From an optimization exercise on the open Yosys and OpenROAD flow, aimed at small area and a short achievable clock period; shortcuts taken in it are not production practice. Function was checked by simulation only, so behaviour that the tests miss may differ from the original. Power is estimated from default activity; no workload was simulated.

==> flow/design.v, too long to show whole: its modules and the start of the top module <==
// module top: 21 lines
// module roba_mid: 17 lines
// module roba_expx: 43 lines
// module roba_expy: 29 lines
// module roba_por: 20 lines
// module roba_in: 185 lines
// module roba_sha: 132 lines
// module roba_shb: 121 lines
// module roba_add: 339 lines
// module g_inv: 1 lines
// module g_nand2: 1 lines
// module g_nor2: 1 lines
// module g_xor2: 1 lines
// module g_xnor2: 1 lines
// module g_a21oi: 1 lines
// module g_o21ai: 1 lines
// module g_o22ai: 1 lines
// module g_nor3: 1 lines
// module g_nor4: 1 lines
// module g_and4: 1 lines
// module g_and2: 1 lines
// module g_nand3: 1 lines
// module g_nand4: 1 lines
// module g_a22o: 1 lines
// module g_a31oi: 1 lines
// module g_a41oi: 1 lines
module top (
    input             clk,
    input      [15:0] x,
    input      [15:0] y,
    output reg [31:0] Q_p
);
  // ...
==> flow/flow/run.sh <==
#!/bin/bash
# Own layout flow: the standard ORFS flow with these changes:
#  - synthesis keeps the modules named in KEEP (flattened again at the end, as the standard flow's script
#    does) so that ABC maps each with a script of its own (ABC_PLAN: module:script pairs);
#  - ports get PORT_BUF buffers;
#  - timing repair aims SETUP_MARGIN ns below the clock period.
# Every tool's output goes to a log file in the work folder (and ORFS's own logs under orfs/logs).
set -euo pipefail
WORK=$(pwd)
FLOWDIR=$WORK/flow
source $FLOWDIR/settings.sh

cp config.mk my_config.mk
cat >> my_config.mk <<EOC
export SETUP_SLACK_MARGIN = ${SETUP_MARGIN}
export TNS_END_PERCENT = 100
export BUFFER_PORTS_ARGS = -buffer_cell ${PORT_BUF}
export SYNTH_KEEP_MODULES = ${KEEP:-}
EOC
[ -n "${EXTRA_MK:-}" ] && printf '%b\n' "$EXTRA_MK" >> my_config.mk

# synthesis script: the standard flow's, with abc run once per module of ABC_PLAN, each with its own script
{
  echo "proc abc {args} {"
  echo "  set i [lsearch -exact \$args -script]"
  echo "  foreach {mod scr} {${ABC_PLAN}} {"
  echo "    set a \$args"
  echo "    lset a [expr {\$i + 1}] $FLOWDIR/\$scr"
  echo "    if {[string match roba_exp* \$mod]} { foreach c {${EXP_DU:-}} { lappend a -dont_use \$c } }"
  echo "    yosys abc {*}\$a \$mod"
  echo "  }"
  echo "}"
  cat synth_recipe.tcl
} > my_synth.tcl

make -C "$FLOW_HOME" DESIGN_CONFIG=$WORK/my_config.mk WORK_HOME=$WORK/orfs CLKGATE_MAP_FILE= \
  SYNTH_SCRIPT=$WORK/my_synth.tcl finish > $WORK/make_finish.log 2>&1

RES=$WORK/orfs/results/$FLOW_PLATFORM/top/base
: # left out here: write the final layout as DEF
==> flow/flow/amap.abc <==
strash; dch -f; amap
==> flow/flow/exp.abc <==
strash; dch -f; map -D 900; topo; buffer -N 8; upsize -D 900; dnsize -D 900; stime -p
==> flow/flow/gate.abc <==
strash; map -a
==> flow/flow/settings.sh <==
SETUP_MARGIN=9.75
PORT_BUF=sky130_fd_sc_hd__buf_1
KEEP="roba_expx roba_expy g_a21oi g_inv g_nand2 g_nor2 g_nor3 g_o21ai g_o22ai g_xnor2 g_xor2 "
ABC_PLAN="roba_expx exp.abc roba_expy exp.abc g_* gate.abc top amap.abc"
EXTRA_MK='export ADDER_MAP_FILE =
export CTS_BUF_LIST = sky130_fd_sc_hd__clkbuf_8
export CTS_CLUSTER_SIZE = 32
export CTS_CLUSTER_DIAMETER = 60
export SKIP_GATE_CLONING = 1'
EXP_DU="sky130_fd_sc_hd__nor4_* sky130_fd_sc_hd__nor3_* sky130_fd_sc_hd__or4_* sky130_fd_sc_hd__or3_* sky130_fd_sc_hd__a211oi_* sky130_fd_sc_hd__a2111oi_* sky130_fd_sc_hd__o2111ai_* sky130_fd_sc_hd__a311oi_* sky130_fd_sc_hd__o311ai_* sky130_fd_sc_hd__a41oi_* sky130_fd_sc_hd__o41ai_* sky130_fd_sc_hd__nor4b_* sky130_fd_sc_hd__nor3b_* sky130_fd_sc_hd__or2_* sky130_fd_sc_hd__and4_* sky130_fd_sc_hd__a221oi_* sky130_fd_sc_hd__o221ai_*"
==> flow/standard.sh <==
#!/bin/bash
# synth_recipe.tcl (not shown) runs the flow's synth.tcl, then flattens the netlist and writes it again
# the make line also repeats each setting of config.mk as NAME=value (left out here)
make -C /OpenROAD-flow-scripts/flow DESIGN_CONFIG=/design/flow/config.mk WORK_HOME=/design/flow/orfs CLKGATE_MAP_FILE= SYNTH_SCRIPT=/design/flow/synth_recipe.tcl "${@:-finish}"
==> flow/config.mk <==
export PLATFORM = sky130hd
export DESIGN_NAME = top
export DESIGN_NICKNAME = top
export VERILOG_FILES = /design/flow/design.v
export SDC_FILE = /design/flow/constraint.sdc
export NUM_CORES = 8
export LEC_CHECK = 0
export CAP_MARGIN = 20
export CORE_MARGIN = 2
export CORE_UTILIZATION = 40
export SLEW_MARGIN = 20
==> flow/constraint.sdc <==
create_clock -name core_clock -period 14.0 [get_ports {clk}]
set_input_delay 2.8000 -clock core_clock [delete_from_list [all_inputs] [get_ports {clk}]]
set_output_delay 2.8000 -clock core_clock [all_outputs]
set_load 0.01 [all_outputs]
==> results.yml, run 1 <==
timing:
  tns_ps: 0
  finalHoldWorstSlack_ps: 874.9
power_and_ir_drop:
  ir_drop_uv: 46.06
  power.internal_mw: 0.5155
  p_clk_mw: 0.144
  pg_comb_mw: 0.512
  fin_total_pwr_mw: 0.9139
  clockPowerShare_pct: 15.7
critical_path:
  cp_max_fo: 8
  worstSetupPathType: "flop to flop"
  r2r-end: "Q_p[27]$_DFF_P_"
  slowest_stage: "a2111o_2"
yosys:
  synth_flop_cell: "dfxtp_1"
  ys_ff_latch: 65
  ys_types: 34
  yosysWarnings: 2
  yosys.area_share.simple_pct: 24.26
final_layout:
  seq_cell_count: 65
  buffers_excl_clock: 90
  multiInputGateArea_mm2: 0.004559
  final_cell_mix: "nor2_1 (138), nand2_1 (115), xnor2_1 (92), o22ai_1 (66), buf_1 (64)"
drt:
  drt-total-wl_mm: 15.61
  wl_per_cell_um: 13.83
  firstDrtPassIters: 5
  wl_met3_um: 725
  via_count: 6071
status:
  status: "no timing/DRC/antenna violations"
clock_tree:
  clock_path_buffers: 2
  clock-sinks: 65
hold_path:
  worstHoldPathCells: 0
global_routing:
  top_usage_layer: "met2"
  globalRouteMet3Util_pct: 3.511
  grt_use_total_pct: 20.67
place:
  dp.cells: 1088
  gp_congestion: 0.9687
die:
  core_area_mm2: 0.01372
  ios: 65
  die_h_um: 121.8
==> run 2: changes to the inputs <==
--- a/flow/flow/settings.sh
+++ b/flow/flow/settings.sh
@@ -1,4 +1,4 @@
-SETUP_MARGIN=9.75
+SETUP_MARGIN=9.4
 PORT_BUF=sky130_fd_sc_hd__buf_1
 KEEP="roba_expx roba_expy g_a21oi g_inv g_nand2 g_nor2 g_nor3 g_o21ai g_o22ai g_xnor2 g_xor2 "
 ABC_PLAN="roba_expx exp.abc roba_expy exp.abc g_* gate.abc top amap.abc"
==> run 2 against run 1 <==
Still clean on timing, DRC and antenna. Core utilization down 4.7 points. Global-route usage shrank 1.4 points. Via count fell by 4.1%. Sequential cell count stayed put. Critical path type unchanged.
==> results.yml, run 2 <==
clock_tree:
  clk_latency_ps: 360
  root_buffer: "clkbuf_8"
  clock_path_buffers: 2
  path_clk_slew_ps: 70
  cts_buffers: 9
  cts_max_level: 3
  clock-sinks: 65
  tritoncts: "done"
yosys:
  synth_common_cells: "nor2_1 (163), o22ai_1 (123), nand2_1 (116)"
  synth-edff-count: 0
  synth.most_common_cell: "nor2_1"
  syn_inst: 846
  synth_area_leaders: "dfxtp_1 (23%), xnor2_1 (15%), o22ai_1 (14%)"
  yosysWarnings: 2
  ys_ff_latch: 65
  ys_async_sr_fraction_pct: 0
  synth_top_cell_area_share_pct: 23.44
  synth_flop_cell: "dfxtp_1"
  synth_area_leader_cell: "dfxtp_1"
  ys_types: 34
  ys_seq_area_share_pct: 23.44
  synthesis.area_mm2: 0.005550
  avgSynthCellArea_um2: 6.561
power_and_ir_drop:
  pwr_density_cell_mw_per_mm2: 133.9
  p_comb_share_pct: 53.3
  pwr-share-seq_pct: 30.2
  switching_share_pct: 42.44
  leakage_nw: 2.207
  power.internal_mw: 0.4905
  net-switching-power_mw: 0.3617
  ir_drop_uv: 41.93
  clockPowerShare_pct: 16.5
hold_path:
  hold_class: "flop to flop"
critical_path:
  cp_max_fo: 26
  worst_setup_path_start_kind: "flop"
  worstSetupPathType: "flop to flop"
  critPathRequiredTime_ps: 14290
  critPathArrivalTime_ps: 4610
  critPathTopFamily: "compound AO/OA/AOI/OAI gates"
  critPathBufInv: 5
  cp_cell_sequence: "inv_1 > nand3_1 > nor2_2 > o21ai_2 > buf_4 > o21ai_0 > a2111o_2 > clkinv_2 > o22ai_1 > o22ai_1 > o22ai_1 > nor2_1 > nand2_1 > o21ai_0 > a21oi_1 > o21ai_2 > a21oi_2 > buf_4 > buf_4 > o21ai_0 > xor2_1"
  cpPeakStageDelay_ps: 460
  slowest_stage: "a2111o_2"
  critPathCaptureType: "flop"
timing:
  setup_viol: 0
  relSlewSlack_pct: 31.39
  final_hold_viol_count: 0
  layout_min_cycle_time_ps: 4312
  clock_skew_ps: 9.036
  max_freq_ghz: 0.2319
  finalMaxSlewViolations: 0
  tns_ps: 0
  rsz0062_at_grt: "true"
  worstMarginPinSlew_ps: 1029
  fin_crit_sh_pct: 30.80
drt:
  firstDrtPassIters: 5
  via_count: 5824
  route.detailed.drc: 0
  initialDrtViolationCount: 420
  wl_per_cell_um: 12.84
  ant_nets: 0
  viasPerCell: 5.219
  drt-total-wl_mm: 14.33
global_routing:
  grt_max_degree: 33
  grt_use_total_pct: 19.30
  grt_pass1_wl_mm: 23.18
  antenna_found_initial: 0
  globalRouteOverflowTotal: 0
  grt_pass1_vias: 5008
die:
  die-area_mm2: 0.01483
  core_area_mm2: 0.01372
  initial_utilization_pct: 40.46
  ios: 65
  die_x_um: 121.8
  die_h_um: 121.8
  row_count: 43
job:
  drv_cap: 0
place:
  gp_congestion: 0.9258
  dp_hpwl_mm: 11.28
  io_buffers: 64
final_layout:
  layout_commonest_cell: "nor2_1"
  fillCellCount: 1474
  layout.nets: 964
  largest_reg_flops: 32
  final_cell_mix: "nor2_1 (161), o22ai_1 (118), nand2_1 (116), xnor2_1 (92)"
  seq_area_mm2: 0.001303
  drive_gt1_share_pct: 6.197
  antenna-diode-count: 0
  multiInputGateArea_mm2: 0.004040
  synthToLayoutAreaGrowth_pct: 14.65
  regMostFlops: "Q_p"
  fin_util_pct: 46.38
  largestRegisters: "Q_p: 32 flops, ax_r: 16 flops, ay_r: 16 flops"
status:
  status: "no timing/DRC/antenna violations"
## run 2: cell types whose count changed in the layout (fill, tap and decap cells not counted), moves of 5 or more
| cell | previous run | this run |
|---|---|---|
| o22ai_1 | 66 | 118 |
| o22ai_2 | 55 | 5 |
| nor2_1 | 138 | 161 |
| nor2_2 | 19 | 2 |
| buf_4 | 25 | 13 |
| nor2_4 | 9 | 3 |
| o21ai_0 | 57 | 62 |
## run 2: kinds of logic (layout without fill, tap and decap cells)
kind of cell              after synthesis  after routing  synth area share [%]
xor gates and xnor gates              123            123                 19.41
buffers and inverters                  76            166                 5.297
and+or+nand+nor                       321            321                 24.26
AOI/OAI and AO/OA                     261            261                 27.59
DFF                                    65             65                 23.44
## run 2: path summary, 6_finish.rpt
path                   startpoint         endpoint  slack [ps]  depth (start not counted)
hold reg to reg       s_r$_DFF_P_  Q_p[31]$_DFF_P_         860                          0
setup / recovery  ax_r[9]$_DFF_P_  Q_p[27]$_DFF_P_        9690                         21
setup reg to reg  ax_r[9]$_DFF_P_  Q_p[27]$_DFF_P_        9690                         21
hold / removal        s_r$_DFF_P_  Q_p[31]$_DFF_P_         860                          0
## run 2: through the flow
stage	total power [mW]	worst slack, ps	hold slack (ps)	std cells	instance area [um^2]
global route	0.9190	9337	897.1	1116	6364
global placement	0.6966	8595	881.3	1091	6040
finish	0.8522	9688	864.1	1116	6364
CTS	0.8480	9461	862.0	1111	6284
detailed placement	0.6967	8520	858.4	1091	6040
floorplan	0.5965	9502	820.0	846	5563
## run 2: power groups by stage
stage | Clock [mW] | Sequential, mW | Combinational, mW
2_1_floorplan | 0 | 0.274 | 0.322
3_3_place_gp | 0 | 0.262 | 0.434
3_5_place_dp | 0 | 0.262 | 0.435
4_1_cts | 0.146 | 0.258 | 0.444
5_1_grt | 0.151 | 0.263 | 0.505
6_report | 0.140 | 0.257 | 0.454
## run 2: what timing repair did
item                                   in CTS  in global routing
endpoints found under the hold margin       0                  0
gates resized for setup                    16                 11
cloned                                      0                  0
setup endpoints to repair                  22                 18
buffers inserted                            4                  5
hold buffers                                0                  0
pin swaps                                   2                  2
## run 2: final cells by class
type                       count  share of cell area (%)
clock buffer                  11                   2.379
clock inverter                 5                  0.3736
inverter                      73                   4.444
multi-input combinational    705                   63.49
sequential                    65                   20.47
tap                          180                   3.539
timing repair buffer          77                   5.309
## run 2: Yosys stat by module (local to each module, per instance), excerpt
| module | cell area [um^2] | cells inside | flip-flops and latches |
|---|---|---|---|
| g_nor2 | 3.754 | 1 | 0 |
| g_nand2 | 3.754 | 1 | 0 |
| g_nor3 | 5.005 | 1 | 0 |
| g_a21oi | 5.005 | 1 | 0 |
| top | 1466 | 91 | 65 |
| g_o22ai | 6.256 | 1 | 0 |
## run 2: per-layer routing
layer,vias up,global-route usage [%],share of wire [%]
met1,2520,25.97,49
li1,3113,-,-
met2,163,30.62,44
met5,-,0,0
met4,0,8.405,2.6
met3,28,2.903,4.8
==> run 3: changes to the inputs <==
==> flow/flow/settings.sh (replaced) <==
SETUP_MARGIN=9.5
PORT_BUF=sky130_fd_sc_hd__buf_1
KEEP="roba_expx roba_expy g_a21oi g_inv g_nand2 g_nor2 g_nor3 g_o21ai g_o22ai g_xnor2 g_xor2 "
ABC_PLAN="roba_expx exp.abc roba_expy exp.abc g_* gate.abc top amap.abc"
EXTRA_MK='export ADDER_MAP_FILE =
export CTS_BUF_LIST = sky130_fd_sc_hd__clkbuf_8
export CTS_CLUSTER_SIZE = 32
export CTS_CLUSTER_DIAMETER = 60
export SKIP_GATE_CLONING = 1
export REMOVE_ABC_BUFFERS = 1'
EXP_DU="sky130_fd_sc_hd__nor4_* sky130_fd_sc_hd__nor3_* sky130_fd_sc_hd__or4_* sky130_fd_sc_hd__or3_* sky130_fd_sc_hd__a211oi_* sky130_fd_sc_hd__a2111oi_* sky130_fd_sc_hd__o2111ai_* sky130_fd_sc_hd__a311oi_* sky130_fd_sc_hd__o311ai_* sky130_fd_sc_hd__a41oi_* sky130_fd_sc_hd__o41ai_* sky130_fd_sc_hd__nor4b_* sky130_fd_sc_hd__nor3b_* sky130_fd_sc_hd__or2_* sky130_fd_sc_hd__and4_* sky130_fd_sc_hd__a221oi_* sky130_fd_sc_hd__o221ai_*"
==> run 3 against run 2 <==
Hold slack got worse by 26 ps. Sequential cell count did not move. Critical path type unchanged. Area after synthesis did not move. Sequential share of layout area fell by 0.18 points. Die area did not move. Clock skew fell by 1.6 ps. Combinational power rose by 2%.
==> results.yml, run 3 <==
global_routing:
  grt_pass1_wl_mm: 23.58
  top_usage_layer: "met2"
  grt_max_degree: 33
  grt_pass1_vias: 5045
  met2_usage_pct: 31.88
  globalRouteMet3Util_pct: 2.903
  globalRouteOverflowTotal: 0
  antenna_found_initial: 0
  grt_use_total_pct: 19.72
  use_met1_pct: 25.72
yosys:
  ys_seq_area_share_pct: 23.44
  syn_inst: 846
  synth_area_leader_cell: "dfxtp_1"
  synthMuxAreaShare_pct: 0
  synth-edff-count: 0
  synth_top_family_by_area: "compound AO/OA/AOI/OAI gates"
  synth_common_cells: "nor2_1 (163), o22ai_1 (123), nand2_1 (116)"
  yosys.area_share.simple_pct: 24.26
  synth_area_leaders: "dfxtp_1 (23%), xnor2_1 (15%), o22ai_1 (14%)"
  ys_types: 34
  synth_top_cell_area_share_pct: 23.44
  yosysWarnings: 2
  ys_async_sr_fraction_pct: 0
  synth_compound_area_share_pct: 27.59
  avgSynthCellArea_um2: 6.561
  synthXorXnorAreaFrac_pct: 19.41
  synth_flop_cell: "dfxtp_1"
  synthesis.area_mm2: 0.005550
  synth.most_common_cell: "nor2_1"
  ys_ff_latch: 65
  synthAdderAreaFrac_pct: 0
drt:
  initialDrtViolationCount: 404
  via_count: 5847
  drt-total-wl_mm: 14.50
  viasPerCell: 5.249
  ant_nets: 0
  wl_per_cell_um: 13.01
  route.detailed.drc: 0
  firstDrtPassIters: 6
final_layout:
  layout.nets: 965
  regMostFlops: "Q_p"
  design_area_mm2: 0.006419
  final_cell_mix: "nor2_1 (158), nand2_1 (116), o22ai_1 (111), xnor2_1 (92)"
  antenna-diode-count: 0
  largest_reg_flops: 32
  synthToLayoutAreaGrowth_pct: 15.64
  layout_commonest_cell: "nor2_1"
  largestRegisters: "Q_p: 32 flops, ax_r: 16 flops, ay_r: 16 flops"
  drive_gt1_share_pct: 7.388
die:
  die_h_um: 121.8
  ios: 65
  die-area_mm2: 0.01483
  initial_utilization_pct: 40.46
  row_count: 43
  die_x_um: 121.8
  core_area_mm2: 0.01372
timing:
  setup_viol: 0
  relSlewSlack_pct: 33.22
  tns_ps: 0
  finalWorstSetupSlack_ps: 9805
  max_freq_ghz: 0.2384
  fin_crit_sh_pct: 29.96
  final_hold_viol_count: 0
  rsz0062_at_grt: "true"
  layout_min_cycle_time_ps: 4195
  worstMarginPinSlew_ps: 1002
  finalMaxSlewViolations: 0
  clock_skew_ps: 7.469
critical_path:
  worst_setup_path_start_kind: "flop"
  critPathBufInv: 3
  critPathCaptureType: "flop"
  r2r_slack_ps: 9810
  critPathTopFamily: "compound AO/OA/AOI/OAI gates"
  cp_cell_sequence: "inv_1 > and3_1 > and2_1 > o21a_1 > a2111o_2 > inv_4 > o22ai_1 > o22ai_1 > o22ai_1 > o22ai_2 > nor2_1 > nor2_1 > nand2_1 > o21ai_2 > clkinv_1 > o21ai_0 > a21oi_1 > xnor2_1"
  worstSetupPathType: "flop to flop"
  r2r-start: "ax_r[7]$_DFF_P_"
  reg2regPathDepth: 18
  endpoint: "Q_p[25]$_DFF_P_"
  slowest_stage: "a2111o_2"
  startpoint: "ax_r[7]$_DFF_P_"
  critPathRequiredTime_ps: 14250
  critPathArrivalTime_ps: 4440
  cp_max_fo: 16
  cpPeakStageDelay_ps: 610
  r2r-end: "Q_p[25]$_DFF_P_"
  crit_top_cell: "o22ai_1"
  cp_num_cells: 18
power_and_ir_drop:
  leakage_nw: 2.212
  power.internal_mw: 0.4870
  pwr-share-seq_pct: 30.4
  p_comb_share_pct: 54.4
  fin_total_pwr_mw: 0.8487
  pwr_density_cell_mw_per_mm2: 132.2
  switching_share_pct: 42.61
  ir_drop_uv: 51.64
  net-switching-power_mw: 0.3616
  clockPowerShare_pct: 15.3
clock_tree:
  ctsHoldBuffers: 0
  cts_max_level: 3
  clock_path_buffers: 2
  cts_buffers: 9
  root_buffer: "clkbuf_8"
  path_clk_slew_ps: 70
  tritoncts: "done"
  clk_latency_ps: 350
  clock-sinks: 65
job:
  drv_cap: 0
place:
  place_area_mm2: 0.006038
  dpl_worst_slack_ps: 8480
  gp_congestion: 0.8723
  dp_hpwl_mm: 11.42
  io_buffers: 64
hold_path:
  hold_class: "flop to flop"
  worstHoldPathCells: 0
status:
  status: "no timing/DRC/antenna violations"
[run 3: cell counts after synthesis]
Identical to the previous run, type by type.
[run 3: timing repair]
| item | CTS | global route |
|---|---|---|
| setup endpoints to repair | 22 | 19 |
| pin swaps | 2 | 3 |
| setup buffers | 4 | 5 |
| resized for setup | 15 | 30 |
| gates cloned | 0 | 0 |
[run 3: final cells by class]
cell class	count	area, um^2
fillers	1500	7301
multi-input cells	705	4103
flip-flops and latches	65	1303
repair buffers	78	352.8
inverters	73	285.3
well taps	180	225.2
clock buffers	10	137.6
clock inverters	3	12.51
[run 3: worst register-to-register path: stages (launching register included)]
cell and delay [ps]:
dfxtp_1 500, inv_1 140, and3_1 210, and2_1 180, o21a_1 140, a2111o_2 610, inv_4 180, o22ai_1 140
o22ai_1 240, o22ai_1 180, o22ai_2 280, nor2_1 120, nor2_1 240, nand2_1 140, o21ai_2 260, clkinv_1 150
o21ai_0 180, a21oi_1 70, xnor2_1 120
[run 3: logic make-up after synthesis]
group,after synthesis
AND/OR/NAND/NOR,321
AO/OA/AOI/OAI,261
XOR/XNOR,123
buffers and inverters,76
flip-flops,65
[run 3: worst min path at each step]
stage | start | end | slack, ps
4_1_cts | s_r$_DFF_P_ | Q_p[31]$_DFF_P_ | 880
6_report | s_r$_DFF_P_ | Q_p[31]$_DFF_P_ | 840
3_3_place_gp | s_r$_DFF_P_ | Q_p[31]$_DFF_P_ | 880
5_1_grt | s_r$_DFF_P_ | Q_p[31]$_DFF_P_ | 880
3_5_place_dp | s_r$_DFF_P_ | Q_p[31]$_DFF_P_ | 870
2_1_floorplan | ax_r[0]$_DFF_P_ | Q_p[1]$_DFF_P_ | 820
[run 3: modules after synthesis (local to each module, per instance)]
| module | area (um^2) | cells | times used |
|---|---|---|---|
| top | 1466 | 91 | 1 |
| roba_expx | 580.6 | 102 | 1 |
| roba_expy | 203.9 | 44 | 1 |
| g_xnor2 | 8.758 | 1 | 92 |
| g_xor2 | 8.758 | 1 | 31 |
| g_o22ai | 6.256 | 1 | 123 |
| g_a21oi | 5.005 | 1 | 28 |
| g_nor3 | 5.005 | 1 | 1 |
| g_o21ai | 5.005 | 1 | 43 |
| g_inv | 3.754 | 1 | 51 |
| g_nand2 | 3.754 | 1 | 97 |
| g_nor2 | 3.754 | 1 | 143 |
[run 3: layer usage]
| layer | part of all wire [%] | vias to the layer above |
|---|---|---|
| met4 | 3.2 | 0 |
| li1 | - | 3122 |
| met5 | 0 | - |
| met1 | 47 | 2513 |
| met2 | 44 | 185 |
| met3 | 5.5 | 27 |
[run 3: power groups by stage]
stage,clock (mW),combinational (mW),sequential (mW)
after floorplan,0,0.321,0.274
after global placement,0,0.433,0.263
after detailed placement,0,0.436,0.262
after CTS,0.136,0.447,0.258
after global routing,0.144,0.514,0.263
final,0.130,0.461,0.258
[run 3: metrics by stage]
stage	std cells	hold WS (ps)	utilization, %
after floorplan	843	820.0	-
after global placement	1092	884.3	44.01
after detailed placement	1092	874.8	44.01
after CTS	1109	875.0	45.58
after global routing	1114	876.2	46.79
final	1114	838.2	46.79
==> run 4: changes to the inputs <==
--- a/flow/flow/settings.sh
+++ b/flow/flow/settings.sh
@@ -1,4 +1,4 @@
-SETUP_MARGIN=9.5
+SETUP_MARGIN=9.6
 PORT_BUF=sky130_fd_sc_hd__buf_1
 KEEP="roba_expx roba_expy g_a21oi g_inv g_nand2 g_nor2 g_nor3 g_o21ai g_o22ai g_xnor2 g_xor2 "
 ABC_PLAN="roba_expx exp.abc roba_expy exp.abc g_* gate.abc top amap.abc"
==> run 4 against run 3 <==
Still clean on timing, DRC and antenna. Clock skew up 1.6 ps. Hold slack better by 10 ps. Cell area up 2.4%. Cell count up 0.27%. Critical path depth up 2. Global-route usage unchanged. Area after synthesis unchanged. Sequential power about the same. Register-to-register slack better by 40 ps. Sequential share of layout area down 0.47 points. Core utilization up 1.1 points. Power up 1.7%. Largest cell class unchanged. Largest power group unchanged. Highest routed layer unchanged.
==> results.yml, run 4 <==
job:
  drv_cap: 0
global_routing:
  grt_pass1_vias: 5045
  globalRouteOverflowTotal: 0
  antenna_found_initial: 0
  grt_pass1_wl_mm: 23.58
  grt_use_total_pct: 19.72
  grt_max_degree: 33
final_layout:
  fillCellCount: 1477
  fin_util_pct: 47.89
  layout.nets: 968
  regMostFlops: "Q_p"
  largest_reg_flops: 32
  synthToLayoutAreaGrowth_pct: 18.37
  largestRegisters: "Q_p: 32 flops, ax_r: 16 flops, ay_r: 16 flops"
  drive_gt1_share_pct: 10.46
  final_cell_mix: "nor2_1 (151), nand2_1 (116), o22ai_1 (95), xnor2_1 (92)"
  layout_commonest_cell: "nor2_1"
  finalNonFillerCells: 1117
  antenna-diode-count: 0
critical_path:
  critPathCaptureType: "flop"
  worst_setup_path_start_kind: "flop"
  cp_max_fo: 16
  critPathRequiredTime_ps: 14250
  cp_cell_sequence: "nor2_4 > nand3_4 > nor2_1 > nand2_1 > a22oi_1 > o211ai_1 > a2111o_2 > inv_4 > o22ai_1 > o22ai_1 > o22ai_1 > o22ai_1 > nor2_1 > nor2_1 > nand2_1 > o21ai_2 > clkinv_1 > o21ai_0 > a21oi_1 > xnor2_1"
  worstSetupPathType: "flop to flop"
  reg2regPathDepth: 20
  slowest_stage: "a2111o_2"
  critPathArrivalTime_ps: 4400
  cpPeakStageDelay_ps: 520
  crit_top_cell: "o22ai_1"
yosys:
  synthXorXnorAreaFrac_pct: 19.41
  synthMuxAreaShare_pct: 0
  ys_ff_latch: 65
  ys_async_sr_fraction_pct: 0
  ys_seq_area_share_pct: 23.44
  yosysWarnings: 2
  ys_types: 34
  synth-edff-count: 0
  synthesis.area_mm2: 0.005550
  syn_inst: 846
  synth_flop_cell: "dfxtp_1"
  synth_top_family_by_area: "compound AO/OA/AOI/OAI gates"
  synthAdderAreaFrac_pct: 0
  synth_top_cell_area_share_pct: 23.44
  synth_compound_area_share_pct: 27.59
  yosys.area_share.simple_pct: 24.26
  synth_common_cells: "nor2_1 (163), o22ai_1 (123), nand2_1 (116)"
  synth_area_leaders: "dfxtp_1 (23%), xnor2_1 (15%), o22ai_1 (14%)"
  avgSynthCellArea_um2: 6.561
  synth.most_common_cell: "nor2_1"
  synth_area_leader_cell: "dfxtp_1"
drt:
  via_count: 5883
  initialDrtViolationCount: 385
  route.detailed.drc: 0
  wl_per_cell_um: 13.22
  viasPerCell: 5.267
  ant_nets: 0
  firstDrtPassIters: 5
  drt-total-wl_mm: 14.77
timing:
  max_freq_ghz: 0.2406
  setup_viol: 0
  relSlewSlack_pct: 32.57
  layout_min_cycle_time_ps: 4157
  finalMaxSlewViolations: 0
  clock_skew_ps: 9.100
  fin_crit_sh_pct: 29.69
  tns_ps: 0
  final_hold_viol_count: 0
  worstMarginPinSlew_ps: 1011
  rsz0062_at_grt: "true"
  finalHoldWorstSlack_ps: 848.2
power_and_ir_drop:
  leakage_nw: 2.257
  pwr_density_cell_mw_per_mm2: 131.4
  ir_drop_uv: 53.10
  fin_total_pwr_mw: 0.8635
die:
  die_x_um: 121.8
  ios: 65
  core_area_mm2: 0.01372
  die_h_um: 121.8
  initial_utilization_pct: 40.46
  row_count: 43
  die-area_mm2: 0.01483
clock_tree:
  clk_latency_ps: 360
  clock-sinks: 65
  path_clk_slew_ps: 70
  root_buffer: "clkbuf_8"
  tritoncts: "done"
  cts_max_level: 3
  cts_buffers: 9
  clock_path_buffers: 2
  ctsHoldBuffers: 0
place:
  dp.cells: 1092
  dp_hpwl_mm: 11.42
  io_buffers: 64
  gp_congestion: 0.8723
hold_path:
  hold_class: "flop to flop"
  worstHoldPathCells: 0
status:
  status: "no timing/DRC/antenna violations"
[run 4: cell counts after synthesis]
No cell type changed its count.
[run 4: path summary, 6_finish.rpt]
check / slack (ps) / startpoint / to
worst max register to register: 9840 / ax_r[14]$_DFF_P_ / Q_p[25]$_DFF_P_
worst min-delay path: 850 / s_r$_DFF_P_ / Q_p[31]$_DFF_P_
worst max-delay path: 9840 / ax_r[14]$_DFF_P_ / Q_p[25]$_DFF_P_
worst min register to register: 850 / s_r$_DFF_P_ / Q_p[31]$_DFF_P_
[run 4: metrics by stage]
| stage | worst slack (ps) | area, um^2 |
|---|---|---|
| floorplan | 8102 | 5530 |
| global route | 9528 | 6570 |
| finish | 9843 | 6570 |
| CTS | 9590 | 6254 |
| detailed placement | 8480 | 6038 |
| global placement | 8692 | 6038 |
[run 4: cell type report]
type / count / area (um^2) / area share, %
Timing Repair Buffer: 81 / 372.9 / 5.675
Inverter: 73 / 295.3 / 4.494
Multi-Input combinational cell: 705 / 4224 / 64.29
Tap cell: 180 / 225.2 / 3.428
Clock buffer: 10 / 137.6 / 2.095
Clock inverter: 3 / 12.51 / 0.1904
Sequential cell: 65 / 1303 / 19.82
[run 4: worst max-delay path: cells and delay by family, from the launching register on]
family                    cells  cell delay [ps]
AOI/OAI and AO/OA            10             2320
xor gates and xnor gates      1              120
buffers and inverters         2              320
DFF                           1              370
and+or+nand+nor               7              910
[run 4: report_power, final]
group | internal (mW) | switching (mW)
Combinational | 0.198 | 0.279
Sequential | 0.232 | 0.0257
Clock | 0.0644 | 0.0654
[run 4: what timing repair did]
item	CTS	global route
setup endpoints to repair	22	20
pin swaps	2	3
buffers inserted	4	8
gates resized for setup	17	57
[run 4: cell families (layout without fill, tap and decap cells)]
family	Yosys count	after routing
and+or+nand+nor	321	321
DFF	65	65
buffers and inverters	76	167
AOI/OAI and AO/OA	261	261
xor gates and xnor gates	123	123
[run 4: layer usage]
layer  global-route usage [%]  routed length [um]  up-vias
li1                         -                   -     3119
met1                    25.72                6961     2560
met5                        0                   0        -
met3                    2.903                 705       30
met4                    9.555                 544        0
met2                    31.88                6555      174
[run 4: per-module statistics from Yosys (local to each module, per instance), a selection]
module,cells inside,times used,flip-flops and latches
g_xor2,1,31,0
g_xnor2,1,92,0
roba_expy,44,1,0
g_o21ai,1,43,0
g_a21oi,1,28,0
g_nor2,1,143,0
==> run 5: changes to the inputs <==
--- a/flow/flow/settings.sh
+++ b/flow/flow/settings.sh
@@ -1,4 +1,4 @@
-SETUP_MARGIN=9.6
+SETUP_MARGIN=9.7
 PORT_BUF=sky130_fd_sc_hd__buf_1
 KEEP="roba_expx roba_expy g_a21oi g_inv g_nand2 g_nor2 g_nor3 g_o21ai g_o22ai g_xnor2 g_xor2 "
 ABC_PLAN="roba_expx exp.abc roba_expy exp.abc g_* gate.abc top amap.abc"
==> run 5 against run 4 <==
Synthesized cell count did not move. Highest routed layer unchanged. Area after synthesis stayed put. Die area is the same. Clock power is essentially flat. Via count is 1.1% higher. Still clean. Sequential cell count stayed put. Largest power group unchanged.
==> results.yml, run 5 <==
yosys:
  ys_ff_latch: 65
  ys_async_sr_fraction_pct: 0
  syn_inst: 846
  synthAdderAreaFrac_pct: 0
  ys_seq_area_share_pct: 23.44
  synth_common_cells: "nor2_1 (163), o22ai_1 (123), nand2_1 (116)"
  avgSynthCellArea_um2: 6.561
  synth_area_leaders: "dfxtp_1 (23%), xnor2_1 (15%), o22ai_1 (14%)"
  synthXorXnorAreaFrac_pct: 19.41
  synth_compound_area_share_pct: 27.59
  synth_top_family_by_area: "compound AO/OA/AOI/OAI gates"
  synth-edff-count: 0
  synth_top_cell_area_share_pct: 23.44
  yosysWarnings: 2
  ys_types: 34
  yosys.area_share.simple_pct: 24.26
  synth.most_common_cell: "nor2_1"
  synth_area_leader_cell: "dfxtp_1"
  synthMuxAreaShare_pct: 0
  synthesis.area_mm2: 0.005550
  synth_flop_cell: "dfxtp_1"
clock_tree:
  ctsHoldBuffers: 0
  clock-sinks: 65
  clk_latency_ps: 350
  path_clk_slew_ps: 70
  cts_max_level: 3
  clock_path_buffers: 2
  tritoncts: "done"
  cts_buffers: 9
  root_buffer: "clkbuf_8"
final_layout:
  fillCellCount: 1448
  largest_reg_flops: 32
  regMostFlops: "Q_p"
  drive_gt1_share_pct: 14.95
  largestRegisters: "Q_p: 32 flops, ax_r: 16 flops, ay_r: 16 flops"
  antenna-diode-count: 0
  final_cell_mix: "nor2_1 (144), nand2_1 (116), xnor2_1 (92), o22ai_1 (72), buf_1 (64)"
  layout.nets: 974
  synthToLayoutAreaGrowth_pct: 22.81
  layout_commonest_cell: "nor2_1"
critical_path:
  cp_max_fo: 12
  r2r-end: "Q_p[24]$_DFF_P_"
  r2r_slack_ps: 9920
  critPathRequiredTime_ps: 14280
  worstSetupPathType: "flop to flop"
  startpoint: "ax_r[7]$_DFF_P_"
  worst_setup_path_start_kind: "flop"
  r2r-start: "ax_r[7]$_DFF_P_"
  reg2regPathDepth: 19
  critPathArrivalTime_ps: 4360
  critPathCaptureType: "flop"
power_and_ir_drop:
  clockPowerShare_pct: 14.7
  net-switching-power_mw: 0.3790
  power.internal_mw: 0.5047
  fin_total_pwr_mw: 0.8838
  switching_share_pct: 42.89
  p_comb_share_pct: 56.1
  pwr-share-seq_pct: 29.2
  ir_drop_uv: 52.87
  leakage_nw: 2.339
  pwr_density_cell_mw_per_mm2: 129.7
drt:
  initialDrtViolationCount: 326
  ant_nets: 0
  via_count: 5950
  viasPerCell: 5.298
  route.detailed.drc: 0
  wl_per_cell_um: 13.29
  firstDrtPassIters: 5
  drt-total-wl_mm: 14.93
timing:
  tns_ps: 0
  layout_min_cycle_time_ps: 4082
  finalMaxSlewViolations: 0
  setup_viol: 0
  max_freq_ghz: 0.2450
  final_hold_viol_count: 0
  fin_crit_sh_pct: 29.16
  rsz0062_at_grt: "true"
  clock_skew_ps: 9.898
  worstMarginPinSlew_ps: 1018
  relSlewSlack_pct: 32.10
place:
  io_buffers: 64
  gp_congestion: 0.8723
  dp_hpwl_mm: 11.42
die:
  row_count: 43
  die_h_um: 121.8
  ios: 65
  core_area_mm2: 0.01372
  die_x_um: 121.8
  die-area_mm2: 0.01483
  initial_utilization_pct: 40.46
global_routing:
  grt_pass1_vias: 5085
  globalRouteOverflowTotal: 0
  antenna_found_initial: 0
  grt_use_total_pct: 19.86
  grt_pass1_wl_mm: 23.74
  grt_max_degree: 33
hold_path:
  hold_class: "flop to flop"
  min_from: "s_r$_DFF_P_"
  worstHoldPathCells: 0
  worstHoldEndpoint: "Q_p[31]$_DFF_P_"
job:
  drv_cap: 0
status:
  status: "no timing/DRC/antenna violations"
==> run 5: area by class of cell <==
type | count | area [um^2] | share of cell area [%]
multi-input combinational | 705 | 4412 | 64.72
sequential | 65 | 1308 | 19.18
timing repair buffer | 87 | 420.4 | 6.167
inverter | 73 | 301.5 | 4.424
tap | 180 | 225.2 | 3.304
clock buffer | 10 | 137.6 | 2.019
clock inverter | 3 | 12.51 | 0.1836
==> run 5: kinds of logic after synthesis <==
kind of cell | count (synthesis)
and+or+nand+nor | 321
AOI/OAI and AO/OA | 261
xor gates and xnor gates | 123
buffers and inverters | 76
DFF | 65
==> run 5: power by group through the flow <==
| stage | registers [mW] | clock network [mW] | logic, mW |
|---|---|---|---|
| floorplan | 0.274 | 0 | 0.321 |
| global placement | 0.263 | 0 | 0.433 |
| detailed placement | 0.262 | 0 | 0.436 |
| CTS | 0.258 | 0.136 | 0.451 |
| global route | 0.264 | 0.144 | 0.547 |
| finish | 0.258 | 0.130 | 0.496 |
==> run 5: critical path: stages, from the launching register on <==
cell	delay, ps
dfxtp_1	480
inv_1	130
and3_1	210
and2_1	180
o21a_1	140
a2111o_2	530
buf_4	210
o22ai_1	220
o22ai_1	170
o22ai_2	250
nor2_2	100
nor2_1	180
nor2_1	110
a21oi_2	190
o21ai_4	110
a21oi_2	160
buf_4	170
clkinv_2	120
a21oi_1	190
xnor2_1	140
==> run 5: worst max-delay path by stage <==
stage                           end  slack, ps  cells past startpoint
floorplan           Q_p[24]$_DFF_P_       8100                     16
global placement    Q_p[19]$_DFF_P_       8690                     20
detailed placement  Q_p[24]$_DFF_P_       8480                     20
CTS                 Q_p[27]$_DFF_P_       9810                     21
global route        Q_p[17]$_DFF_P_       9680                     21
finish              Q_p[24]$_DFF_P_       9920                     19
==> run 5: per-module statistics from Yosys (local to each module, per instance) <==
module     area [um^2]  cells inside  flip-flops and latches  copies in the design
roba_expy        203.9            44                       0                     1
g_o22ai          6.256             1                       0                   123
g_o21ai          5.005             1                       0                    43
roba_expx        580.6           102                       0                     1
g_a21oi          5.005             1                       0                    28
g_xor2           8.758             1                       0                    31
top               1466            91                      65                     1
g_nand2          3.754             1                       0                    97
g_nor2           3.754             1                       0                   143
g_inv            3.754             1                       0                    51
g_xnor2          8.758             1                       0                    92
g_nor3           5.005             1                       0                     1
==> run 5: repair_timing <==
item                                    4_1_cts  5_1_grt
hold endpoints to repair                      0        0
endpoints found under the setup margin       23       19
buffers inserted                              7       11
cloned                                        0        0
gates resized for setup                      22       95
pin swaps                                     5        3
==> run 5: metrics by stage <==
step	util, %	hold WS, ps	instance area (um^2)	setup slack, ps	cells
finish	49.69	850.5	6817	9918	1123
detailed placement	44.01	874.8	6038	8480	1092
CTS	45.96	875.0	6305	9814	1112
global placement	44.01	884.3	6038	8692	1092
floorplan	-	820.0	5530	8102	843
global route	49.69	875.8	6817	9678	1123
==> run 5: per-layer routing <==
metal | vias to the layer above | track usage (%) | routed length, um | share of wire, %
met4 | 0 | 10.20 | 517 | 3.5
met1 | 2620 | 25.77 | 7095 | 48
met2 | 158 | 31.98 | 6702 | 45
met5 | - | 0 | 0 | 0
li1 | 3138 | - | - | -
met3 | 34 | 2.903 | 615 | 4.1
==> run 6: changes to the inputs <==
--- a/flow/flow/settings.sh
+++ b/flow/flow/settings.sh
@@ -1,4 +1,4 @@
-SETUP_MARGIN=9.7
+SETUP_MARGIN=9.2
 PORT_BUF=sky130_fd_sc_hd__buf_1
 KEEP="roba_expx roba_expy g_a21oi g_inv g_nand2 g_nor2 g_nor3 g_o21ai g_o22ai g_xnor2 g_xor2 "
 ABC_PLAN="roba_expx exp.abc roba_expy exp.abc g_* gate.abc top amap.abc"
==> run 6 against run 5 <==
Still clean on timing, DRC and antenna. Non-clock buffer count decreased by 11. Sequential power hardly changed. Clock skew fell by 1.1 ps. Count of clock-buffer cells in the layout unchanged. Power shrank 5.2%. Area after synthesis stayed put. Synthesized cell count unchanged. Sequential cell count did not move. Sequential share of layout area is 1.5 points higher. First-iteration DRC count up 39%. Critical path type unchanged.
==> results.yml, run 6 <==
drt:
  wl_per_cell_um: 12.82
  viasPerCell: 5.215
  initialDrtViolationCount: 452
  firstDrtPassIters: 5
  drt-total-wl_mm: 14.26
  route.detailed.drc: 0
  via_count: 5799
  ant_nets: 0
power_and_ir_drop:
  net-switching-power_mw: 0.3565
  pwr-share-seq_pct: 30.7
  switching_share_pct: 42.54
  fin_total_pwr_mw: 0.8381
  clockPowerShare_pct: 15.5
  leakage_nw: 2.176
  power.internal_mw: 0.4816
  p_comb_share_pct: 53.8
  pwr_density_cell_mw_per_mm2: 133.2
  ir_drop_uv: 51.95
yosys:
  synth_top_cell_area_share_pct: 23.44
  synth.most_common_cell: "nor2_1"
  yosysWarnings: 2
  synth_area_leaders: "dfxtp_1 (23%), xnor2_1 (15%), o22ai_1 (14%)"
  synth_flop_cell: "dfxtp_1"
  ys_async_sr_fraction_pct: 0
  ys_types: 34
  synth-edff-count: 0
  ys_seq_area_share_pct: 23.44
  synth_area_leader_cell: "dfxtp_1"
  synthesis.area_mm2: 0.005550
  ys_ff_latch: 65
  synth_common_cells: "nor2_1 (163), o22ai_1 (123), nand2_1 (116)"
  avgSynthCellArea_um2: 6.561
  syn_inst: 846
critical_path:
  critPathRequiredTime_ps: 14250
  crit_top_cell: "nor2_1"
  cp_max_fo: 17
  critPathArrivalTime_ps: 4620
  critPathCaptureType: "flop"
  worstSetupPathType: "flop to flop"
  cp_cell_sequence: "nor2_4 > nand3_4 > inv_2 > nand4_4 > nor2_1 > nand2_1 > a2111o_2 > clkinv_2 > o22ai_1 > o22ai_1 > o22ai_1 > o22ai_1 > nor2_1 > nor2_1 > nand2_1 > nor2_1 > clkinv_1 > nor2_1 > a21oi_1 > xnor2_1"
  worst_setup_path_start_kind: "flop"
  slowest_stage: "a2111o_2"
  cpPeakStageDelay_ps: 570
timing:
  setup_viol: 0
  layout_min_cycle_time_ps: 4372
  clock_skew_ps: 8.840
  finalMaxSlewViolations: 0
  max_freq_ghz: 0.2287
  finalHoldWorstSlack_ps: 841.4
  worstMarginPinSlew_ps: 1002
  tns_ps: 0
  rsz0062_at_grt: "true"
  relSlewSlack_pct: 33.17
  final_hold_viol_count: 0
  fin_crit_sh_pct: 31.23
global_routing:
  globalRouteOverflowTotal: 0
  grt_max_degree: 33
  grt_pass1_vias: 5015
  antenna_found_initial: 0
  grt_pass1_wl_mm: 23.45
  grt_use_total_pct: 19.61
place:
  gp_congestion: 0.8723
  dp_hpwl_mm: 11.42
  io_buffers: 64
die:
  ios: 65
  die-area_mm2: 0.01483
  row_count: 43
  core_area_mm2: 0.01372
  die_x_um: 121.8
  die_h_um: 121.8
  initial_utilization_pct: 40.46
final_layout:
  fillCellCount: 1501
  regMostFlops: "Q_p"
  layout_commonest_cell: "nor2_1"
  largestRegisters: "Q_p: 32 flops, ax_r: 16 flops, ay_r: 16 flops"
  final_cell_mix: "nor2_1 (162), o22ai_1 (120), nand2_1 (116), xnor2_1 (92)"
  antenna-diode-count: 0
  fin_util_pct: 45.87
  drive_gt1_share_pct: 5.258
  synthToLayoutAreaGrowth_pct: 13.39
  layout.nets: 963
  largest_reg_flops: 32
clock_tree:
  clk_latency_ps: 360
  cts_buffers: 9
  cts_max_level: 3
  tritoncts: "done"
  path_clk_slew_ps: 70
  root_buffer: "clkbuf_8"
  clock_path_buffers: 2
  clock-sinks: 65
hold_path:
  hold_class: "flop to flop"
status:
  status: "no timing/DRC/antenna violations"
job:
  drv_cap: 0
-- run 6: layer usage --
metal	vias up	GRT usage, %	wire [um]
met2	135	31.70	6176
met3	28	2.856	570
li1	3110	-	-
met4	0	9.339	488
met1	2526	25.66	7021
met5	-	0	0
-- run 6: logic make-up after synthesis --
logic type      synth area share [%]
simple gates                   24.26
compound gates                 27.59
xor+xnor                       19.41
buf+inv                        5.297
flops                          23.44
-- run 6: stage by stage --
| stage | instances | worst slack [ps] | cell area (um^2) |
|---|---|---|---|
| 6_report | 1112 | 9628 | 6294 |
| 5_1_grt | 1112 | 9193 | 6294 |
| 4_1_cts | 1107 | 9275 | 6218 |
| 3_5_place_dp | 1092 | 8480 | 6038 |
| 3_3_place_gp | 1092 | 8692 | 6038 |
| 2_1_floorplan | 843 | 8102 | 5530 |
-- run 6: cell type report --
cell class | count | area (um^2) | area share, %
Clock inverter | 3 | 12.51 | 0.1988
Inverter | 73 | 279.0 | 4.433
Tap cell | 180 | 225.2 | 3.579
Multi-Input combinational cell | 705 | 4006 | 63.66
Timing Repair Buffer | 76 | 330.3 | 5.249
Sequential cell | 65 | 1303 | 20.70
Clock buffer | 10 | 137.6 | 2.187
-- run 6: worst paths after layout --
path,slack (ps),endpoint,startpoint,cells past startpoint
max,9630,Q_p[25]$_DFF_P_,ax_r[14]$_DFF_P_,20
min,840,Q_p[31]$_DFF_P_,s_r$_DFF_P_,0
max reg2reg,9630,Q_p[25]$_DFF_P_,ax_r[14]$_DFF_P_,20
min reg2reg,840,Q_p[31]$_DFF_P_,s_r$_DFF_P_,0
-- run 6: worst max-delay path, delay by kind of cell (launching register included) --
family          cells  cell delay, ps
simple gates       10            1680
xor+xnor            1             120
compound gates      6            1580
buf+inv             3             510
flops               1             370
-- run 6: per-module statistics from Yosys (local to each module, per instance) --
module,times used,cells inside
g_a21oi,28,1
g_inv,51,1
g_nand2,97,1
g_nor2,143,1
g_nor3,1,1
g_o21ai,43,1
g_o22ai,123,1
g_xnor2,92,1
g_xor2,31,1
roba_expx,1,102
roba_expy,1,44
top,1,91
-- run 6: repair_timing --
item,4_1_cts,5_1_grt
resized for setup,9,12
setup buffers,2,5
pin swaps,1,2
cloned,0,0
endpoints found under the setup margin,19,19
hold endpoints to repair,0,0
hold buffers,0,0
-- run 6: power by group through the flow --
stage | Clock [mW] | Sequential (mW) | Combinational (mW)
3_3_place_gp | 0 | 0.263 | 0.433
6_report | 0.130 | 0.257 | 0.451
3_5_place_dp | 0 | 0.262 | 0.436
5_1_grt | 0.144 | 0.263 | 0.504
2_1_floorplan | 0 | 0.274 | 0.321
4_1_cts | 0.136 | 0.258 | 0.442
==> run 7: changes to the inputs <==
--- a/flow/flow/settings.sh
+++ b/flow/flow/settings.sh
@@ -1,4 +1,4 @@
-SETUP_MARGIN=9.2
+SETUP_MARGIN=9.3
 PORT_BUF=sky130_fd_sc_hd__buf_1
 KEEP="roba_expx roba_expy g_a21oi g_inv g_nand2 g_nor2 g_nor3 g_o21ai g_o22ai g_xnor2 g_xor2 "
 ABC_PLAN="roba_expx exp.abc roba_expy exp.abc g_* gate.abc top amap.abc"
==> run 7 against run 6 <==
Still clean on timing, DRC and antenna. Area after synthesis is the same. Clock power is essentially flat. Die area is the same. First-iteration DRC count shrank 11%. Synthesized cell count is the same. Clock skew shrank 0.69 ps. Power is essentially flat. Cell count shrank 0.27%. Maximum frequency grew 0.87%. Wire length grew 0.22%. Sequential cell count is the same. Count of clock-buffer cells in the layout is the same. Critical path type unchanged. Critical endpoint unchanged. Largest power group unchanged.
==> results.yml, run 7 <==
timing:
  clock_skew_ps: 8.153
  relSlewSlack_pct: 32.45
  finalMaxSlewViolations: 0
  worstMarginPinSlew_ps: 1013
  finalHoldWorstSlack_ps: 846.8
  rsz0062_at_grt: "true"
  max_freq_ghz: 0.2307
  fin_crit_sh_pct: 30.96
  finalWorstSetupSlack_ps: 9665
  final_hold_viol_count: 0
  tns_ps: 0
  setup_viol: 0
  layout_min_cycle_time_ps: 4335
global_routing:
  grt_pass1_wl_mm: 23.56
  grt_use_total_pct: 19.70
  globalRouteOverflowTotal: 0
  grt_max_degree: 33
  grt_pass1_vias: 5031
  antenna_found_initial: 0
critical_path:
  worstSetupPathType: "flop to flop"
  slowest_stage: "a2111o_2"
  critPathArrivalTime_ps: 4580
  crit_top_cell: "nor2_1"
  cpPeakStageDelay_ps: 580
  critPathRequiredTime_ps: 14240
  critPathCaptureType: "flop"
  cp_cell_sequence: "nor2_4 > nand3_4 > nor2_1 > nand2_1 > a22oi_1 > o211ai_1 > a2111o_2 > inv_4 > o22ai_1 > o22ai_1 > o22ai_1 > o22ai_1 > nor2_1 > nor2_1 > nand2_1 > nor2_1 > clkinv_1 > nor2_1 > a21oi_1 > xnor2_1"
  cp_max_fo: 17
  worst_setup_path_start_kind: "flop"
die:
  die_h_um: 121.8
  row_count: 43
  ios: 65
  initial_utilization_pct: 40.46
  core_area_mm2: 0.01372
  die-area_mm2: 0.01483
  die_x_um: 121.8
drt:
  viasPerCell: 5.225
  ant_nets: 0
  via_count: 5794
  firstDrtPassIters: 6
  initialDrtViolationCount: 403
  route.detailed.drc: 0
  drt-total-wl_mm: 14.29
  wl_per_cell_um: 12.88
final_layout:
  antenna-diode-count: 0
  drive_gt1_share_pct: 5.274
  largestRegisters: "Q_p: 32 flops, ax_r: 16 flops, ay_r: 16 flops"
  layout.nets: 960
  layout_commonest_cell: "nor2_1"
  synthToLayoutAreaGrowth_pct: 13.28
  fillCellCount: 1506
  final_cell_mix: "nor2_1 (161), o22ai_1 (118), nand2_1 (116), xnor2_1 (92)"
  finalNonFillerCells: 1109
  largest_reg_flops: 32
  regMostFlops: "Q_p"
yosys:
  yosysWarnings: 2
  synth-edff-count: 0
  ys_types: 34
  avgSynthCellArea_um2: 6.561
  syn_inst: 846
  synth.most_common_cell: "nor2_1"
  synth_area_leader_cell: "dfxtp_1"
  ys_seq_area_share_pct: 23.44
  synthesis.area_mm2: 0.005550
  synth_compound_area_share_pct: 27.59
  synthAdderAreaFrac_pct: 0
  synth_common_cells: "nor2_1 (163), o22ai_1 (123), nand2_1 (116)"
  synthXorXnorAreaFrac_pct: 19.41
  yosys.area_share.simple_pct: 24.26
  synth_flop_cell: "dfxtp_1"
  synth_area_leaders: "dfxtp_1 (23%), xnor2_1 (15%), o22ai_1 (14%)"
  ys_ff_latch: 65
  synth_top_family_by_area: "compound AO/OA/AOI/OAI gates"
  synth_top_cell_area_share_pct: 23.44
  synthMuxAreaShare_pct: 0
  ys_async_sr_fraction_pct: 0
clock_tree:
  clk_latency_ps: 350
  root_buffer: "clkbuf_8"
  clock_path_buffers: 2
  clock-sinks: 65
  cts_buffers: 9
  ctsHoldBuffers: 0
  tritoncts: "done"
  cts_max_level: 3
  path_clk_slew_ps: 70
power_and_ir_drop:
  pwr_density_cell_mw_per_mm2: 133.2
  power.internal_mw: 0.4806
  pwr-share-seq_pct: 30.8
  clockPowerShare_pct: 15.5
  switching_share_pct: 42.61
  p_comb_share_pct: 53.8
  net-switching-power_mw: 0.3568
  ir_drop_uv: 51.37
  leakage_nw: 2.167
place:
  io_buffers: 64
  gp_congestion: 0.8723
  dpl_worst_slack_ps: 8480
  dp_hpwl_mm: 11.42
  dp.cells: 1092
job:
  drv_cap: 0
status:
  status: "no timing/DRC/antenna violations"
hold_path:
  hold_class: "flop to flop"
[run 7: final timing paths]
kind	start	to	slack (ps)	cells after the start
setup reg to reg	ax_r[14]$_DFF_P_	Q_p[25]$_DFF_P_	9670	20
hold reg to reg	s_r$_DFF_P_	Q_p[31]$_DFF_P_	850	0
setup / recovery	ax_r[14]$_DFF_P_	Q_p[25]$_DFF_P_	9670	20
hold / removal	s_r$_DFF_P_	Q_p[31]$_DFF_P_	850	0
[run 7: cell families after synthesis]
logic type,count (synthesis)
AO/OA/AOI/OAI,261
AND/OR/NAND/NOR,321
flip-flops,65
buffers and inverters,76
XOR/XNOR,123
[run 7: per-module statistics from Yosys (local to each module, per instance), a selection]
module | area [um^2] | cells inside | times used | flops+latches
top | 1466 | 91 | 1 | 65
g_o22ai | 6.256 | 1 | 123 | 0
roba_expx | 580.6 | 102 | 1 | 0
g_o21ai | 5.005 | 1 | 43 | 0
g_nor3 | 5.005 | 1 | 1 | 0
g_xor2 | 8.758 | 1 | 31 | 0
g_inv | 3.754 | 1 | 51 | 0
g_xnor2 | 8.758 | 1 | 92 | 0
[run 7: per-layer routing]
| metal | GRT usage, % | wire length, um | vias to the layer above | part of all wire [%] |
|---|---|---|---|---|
| li1 | - | - | 3102 | - |
| met1 | 25.72 | 7024 | 2529 | 49 |
| met2 | 31.95 | 6292 | 135 | 44 |
| met3 | 2.856 | 535 | 28 | 3.7 |
| met4 | 9.339 | 436 | 0 | 3.1 |
| met5 | 0 | 0 | - | 0 |
[run 7: cell type report]
class	count	area [um^2]	area share (%)
clock buffer	10	137.6	2.189
clock inverter	3	12.51	0.1990
inverter	73	280.3	4.458
multi-input combinational	705	4021	63.96
sequential	65	1303	20.72
tap	180	225.2	3.582
timing repair buffer	73	307.8	4.896
[run 7: critical path, delay by kind of cell (launching register included)]
family	cells	cell delay [ps]
compound gates	8	1900
flops	1	370
buf+inv	2	380
xor+xnor	1	120
simple gates	9	1440
[run 7: power groups by stage]
stage / combinational (mW) / clock, mW / sequential, mW
2_1_floorplan: 0.321 / 0 / 0.274
3_3_place_gp: 0.433 / 0 / 0.263
3_5_place_dp: 0.436 / 0 / 0.262
4_1_cts: 0.443 / 0.136 / 0.258
5_1_grt: 0.503 / 0.144 / 0.263
6_report: 0.450 / 0.130 / 0.258
[run 7: timing repair]
| item | CTS | global route |
|---|---|---|
| setup endpoints to repair | 19 | 19 |
| setup buffers | 3 | 1 |
| resized for setup | 9 | 16 |
| gates cloned | 0 | 0 |
| pin swaps | 2 | 1 |
[run 7: metrics by stage]
stage               util [%]  power (mW)  instance area, um^2
finish                 45.83      0.8374                 6287
CTS                    45.38      0.8376                 6226
detailed placement     44.01      0.6987                 6038
global placement       44.01      0.6956                 6038
floorplan                  -      0.5956                 5530
global route           45.83      0.9099                 6287
==> run 8: changes to the inputs <==
--- a/flow/flow/settings.sh
+++ b/flow/flow/settings.sh
@@ -1,4 +1,4 @@
-SETUP_MARGIN=9.3
+SETUP_MARGIN=9.0
 PORT_BUF=sky130_fd_sc_hd__buf_1
 KEEP="roba_expx roba_expy g_a21oi g_inv g_nand2 g_nor2 g_nor3 g_o21ai g_o22ai g_xnor2 g_xor2 "
 ABC_PLAN="roba_expx exp.abc roba_expy exp.abc g_* gate.abc top amap.abc"
==> run 8 against run 7 <==
Still clean on timing, DRC and antenna. Synthesized cell count is the same. Maximum frequency shrank 2.5%. Clock power about the same. Critical endpoint is now Q_p[17]$_DFF_P_. Largest power group unchanged.
==> results.yml, run 8 <==
critical_path:
  crit_top_cell: "o22ai_1"
  reg2regPathDepth: 20
  r2r-start: "ax_r[11]$_DFF_P_"
  critPathRequiredTime_ps: 14240
  r2r-end: "Q_p[17]$_DFF_P_"
  critPathTopFamily: "compound AO/OA/AOI/OAI gates"
  worstSetupPathType: "flop to flop"
  worst_setup_path_start_kind: "flop"
  cpPeakStageDelay_ps: 390
  cp_max_fo: 26
  slowest_stage: "dfxtp_1"
  critPathArrivalTime_ps: 4690
  r2r_slack_ps: 9550
  critPathCaptureType: "flop"
  critPathBufInv: 3
  cp_num_cells: 20
  cp_cell_sequence: "nor2_4 > nand3_1 > nor2_2 > o21ai_1 > buf_4 > o21ai_0 > a2111o_2 > clkinv_2 > o22ai_1 > o22ai_1 > o22ai_1 > o22ai_1 > nor2_1 > nor2_1 > a21oi_1 > o21ai_0 > a21oi_2 > buf_4 > o21ai_0 > xor2_1"
timing:
  setup_viol: 0
  max_freq_ghz: 0.2250
  fin_crit_sh_pct: 31.75
  worstMarginPinSlew_ps: 1004
  final_hold_viol_count: 0
  layout_min_cycle_time_ps: 4445
  clock_skew_ps: 8.035
  finalMaxSlewViolations: 0
  rsz0062_at_grt: "false"
  relSlewSlack_pct: 33.06
  tns_ps: 0
global_routing:
  grt_pass1_wl_mm: 23.47
  grt_pass1_vias: 5018
  grt_max_degree: 33
  globalRouteOverflowTotal: 0
  antenna_found_initial: 0
  grt_use_total_pct: 19.62
drt:
  ant_nets: 0
  route.detailed.drc: 0
  drt-total-wl_mm: 14.26
  initialDrtViolationCount: 359
  firstDrtPassIters: 5
  wl_per_cell_um: 12.84
  viasPerCell: 5.213
  via_count: 5792
final_layout:
  fillCellCount: 1505
  largestRegisters: "Q_p: 32 flops, ax_r: 16 flops, ay_r: 16 flops"
  largest_reg_flops: 32
  drive_gt1_share_pct: 4.726
  regMostFlops: "Q_p"
  final_cell_mix: "nor2_1 (162), o22ai_1 (123), nand2_1 (116), xnor2_1 (92), o21ai_0 (66)"
  layout.nets: 962
  design_area_mm2: 0.006266
  antenna-diode-count: 0
  synthToLayoutAreaGrowth_pct: 12.89
  layout_commonest_cell: "nor2_1"
power_and_ir_drop:
  clockPowerShare_pct: 15.5
  leakage_nw: 2.159
  ir_drop_uv: 51.36
  switching_share_pct: 42.56
  p_comb_share_pct: 53.6
  pwr_density_cell_mw_per_mm2: 133.2
  pwr-share-seq_pct: 30.9
  power.internal_mw: 0.4794
  net-switching-power_mw: 0.3553
clock_tree:
  cts_max_level: 3
  cts_buffers: 9
  tritoncts: "done"
  clock-sinks: 65
  path_clk_slew_ps: 70
  root_buffer: "clkbuf_8"
  clock_path_buffers: 2
  clk_latency_ps: 350
yosys:
  synth-edff-count: 0
  synthesis.area_mm2: 0.005550
  synth.most_common_cell: "nor2_1"
  synth_top_cell_area_share_pct: 23.44
  synth_area_leader_cell: "dfxtp_1"
  syn_inst: 846
  ys_seq_area_share_pct: 23.44
  synth_area_leaders: "dfxtp_1 (23%), xnor2_1 (15%), o22ai_1 (14%)"
  synth_flop_cell: "dfxtp_1"
  synth_common_cells: "nor2_1 (163), o22ai_1 (123), nand2_1 (116)"
  ys_ff_latch: 65
  avgSynthCellArea_um2: 6.561
  ys_types: 34
  yosysWarnings: 2
  ys_async_sr_fraction_pct: 0
die:
  die_h_um: 121.8
  initial_utilization_pct: 40.46
  ios: 65
  row_count: 43
  core_area_mm2: 0.01372
  die-area_mm2: 0.01483
  die_x_um: 121.8
hold_path:
  hold_class: "flop to flop"
  min_from: "s_r$_DFF_P_"
  worstHoldEndpoint: "Q_p[31]$_DFF_P_"
  worstHoldPathCells: 0
place:
  gp_congestion: 0.8723
  place_area_mm2: 0.006038
  io_buffers: 64
  dp_hpwl_mm: 11.42
job:
  drv_cap: 0
status:
  status: "no timing/DRC/antenna violations"
==> run 8: area by class of cell <==
class / count / area [um^2] / area share, %
Clock inverter: 3 / 12.51 / 0.1997
Timing Repair Buffer: 75 / 322.8 / 5.152
Sequential cell: 65 / 1303 / 20.79
Tap cell: 180 / 225.2 / 3.594
Inverter: 73 / 281.5 / 4.493
Clock buffer: 10 / 137.6 / 2.196
Multi-Input combinational cell: 705 / 3984 / 63.58
==> run 8: metrics by stage <==
step	util, %	setup WS, ps	total power [mW]	hold WS, ps	instances
3_3_place_gp	44.01	8692	0.6956	884.3	1092
3_5_place_dp	44.01	8480	0.6987	874.8	1092
6_report	45.67	9555	0.8347	843.1	1111
5_1_grt	45.67	9024	0.9069	875.8	1111
2_1_floorplan	-	8102	0.5956	820.0	843
4_1_cts	45.27	9034	0.8364	875.0	1107
==> run 8: layer usage <==
metal / part of all wire (%) / GRT usage (%) / routed length [um]
met5: 0 / 0 / 0
met3: 4.5 / 2.856 / 637
met1: 49 / 25.69 / 6941
met4: 3.1 / 9.339 / 438
met2: 44 / 31.70 / 6244
==> run 8: Yosys stat by module (local to each module, per instance), a selection <==
| module | area (um^2) | flip-flops and latches | times used | cells inside |
|---|---|---|---|---|
| g_o22ai | 6.256 | 0 | 123 | 1 |
| top | 1466 | 65 | 1 | 91 |
| g_xor2 | 8.758 | 0 | 31 | 1 |
| g_nor3 | 5.005 | 0 | 1 | 1 |
| roba_expx | 580.6 | 0 | 1 | 102 |
| g_nor2 | 3.754 | 0 | 143 | 1 |
| roba_expy | 203.9 | 0 | 1 | 44 |
==> run 8: power by group through the flow <==
stage               clock network [mW]  logic (mW)  registers [mW]
global placement                     0       0.433           0.263
CTS                              0.136       0.442           0.258
finish                           0.130       0.448           0.258
global route                     0.144       0.500           0.263
floorplan                            0       0.321           0.274
detailed placement                   0       0.436           0.262
==> run 8: worst max-delay path by stage <==
| stage | start | end |
|---|---|---|
| global placement | ax_r[11]$_DFF_P_ | Q_p[19]$_DFF_P_ |
| floorplan | ax_r[15]$_DFF_P_ | Q_p[24]$_DFF_P_ |
| CTS | ax_r[11]$_DFF_P_ | Q_p[24]$_DFF_P_ |
| detailed placement | ax_r[11]$_DFF_P_ | Q_p[24]$_DFF_P_ |
| global route | ax_r[11]$_DFF_P_ | Q_p[24]$_DFF_P_ |
| finish | ax_r[11]$_DFF_P_ | Q_p[17]$_DFF_P_ |
==> run 8: what timing repair did <==
action / CTS / global route
endpoints found under the setup margin: 14 / 22
pin swaps: 1 / 2
buffers inserted: 2 / 4
gates resized for setup: 5 / 10
hold buffers: 0 / 0
==> run 8: logic make-up after synthesis <==
family	count (synthesis)	synth area share, %
simple gates	321	24.26
flops	65	23.44
compound gates	261	27.59
buf+inv	76	5.297
xor+xnor	123	19.41

[separate check: timing with driven ports]
No port has a modelled driver above. Below, the same layouts with a new extraction and two added sets of constraints. Step 1 assumes that a clkbuf_16 drives the clock port and a buf_2 every other input. Step 2, shift: input delay + t, output delay - t, t = (earliest + latest rising clock arrival at the registers) / 2. This alone moves slack from input paths to output paths. Three values: ideal, step 1, step 2; two values: the first two.
run	t (ns)	setup WS [ns]	worst slew at a driven data input, ns
run 1	0.409	9.933 / 9.933 / 9.679	0.03
run 2	0.391	9.688 / 9.688 / 9.658	0.03
run 3	0.388	9.805 / 9.805 / 9.683	0.03
run 4	0.390	9.843 / 9.843 / 9.683	0.03
run 5	0.391	9.918 / 9.918 / 9.688	0.03
run 6	0.391	9.628 / 9.628 / 9.628	0.03
run 7	0.388	9.665 / 9.665 / 9.665	0.03
run 8	0.389	9.555 / 9.555 / 9.555	0.03
After both steps every run listed still meets setup and hold. The setup slack of run 1, which loses most, moves by 0.000 ns with the drivers and by -0.254 ns with both steps.
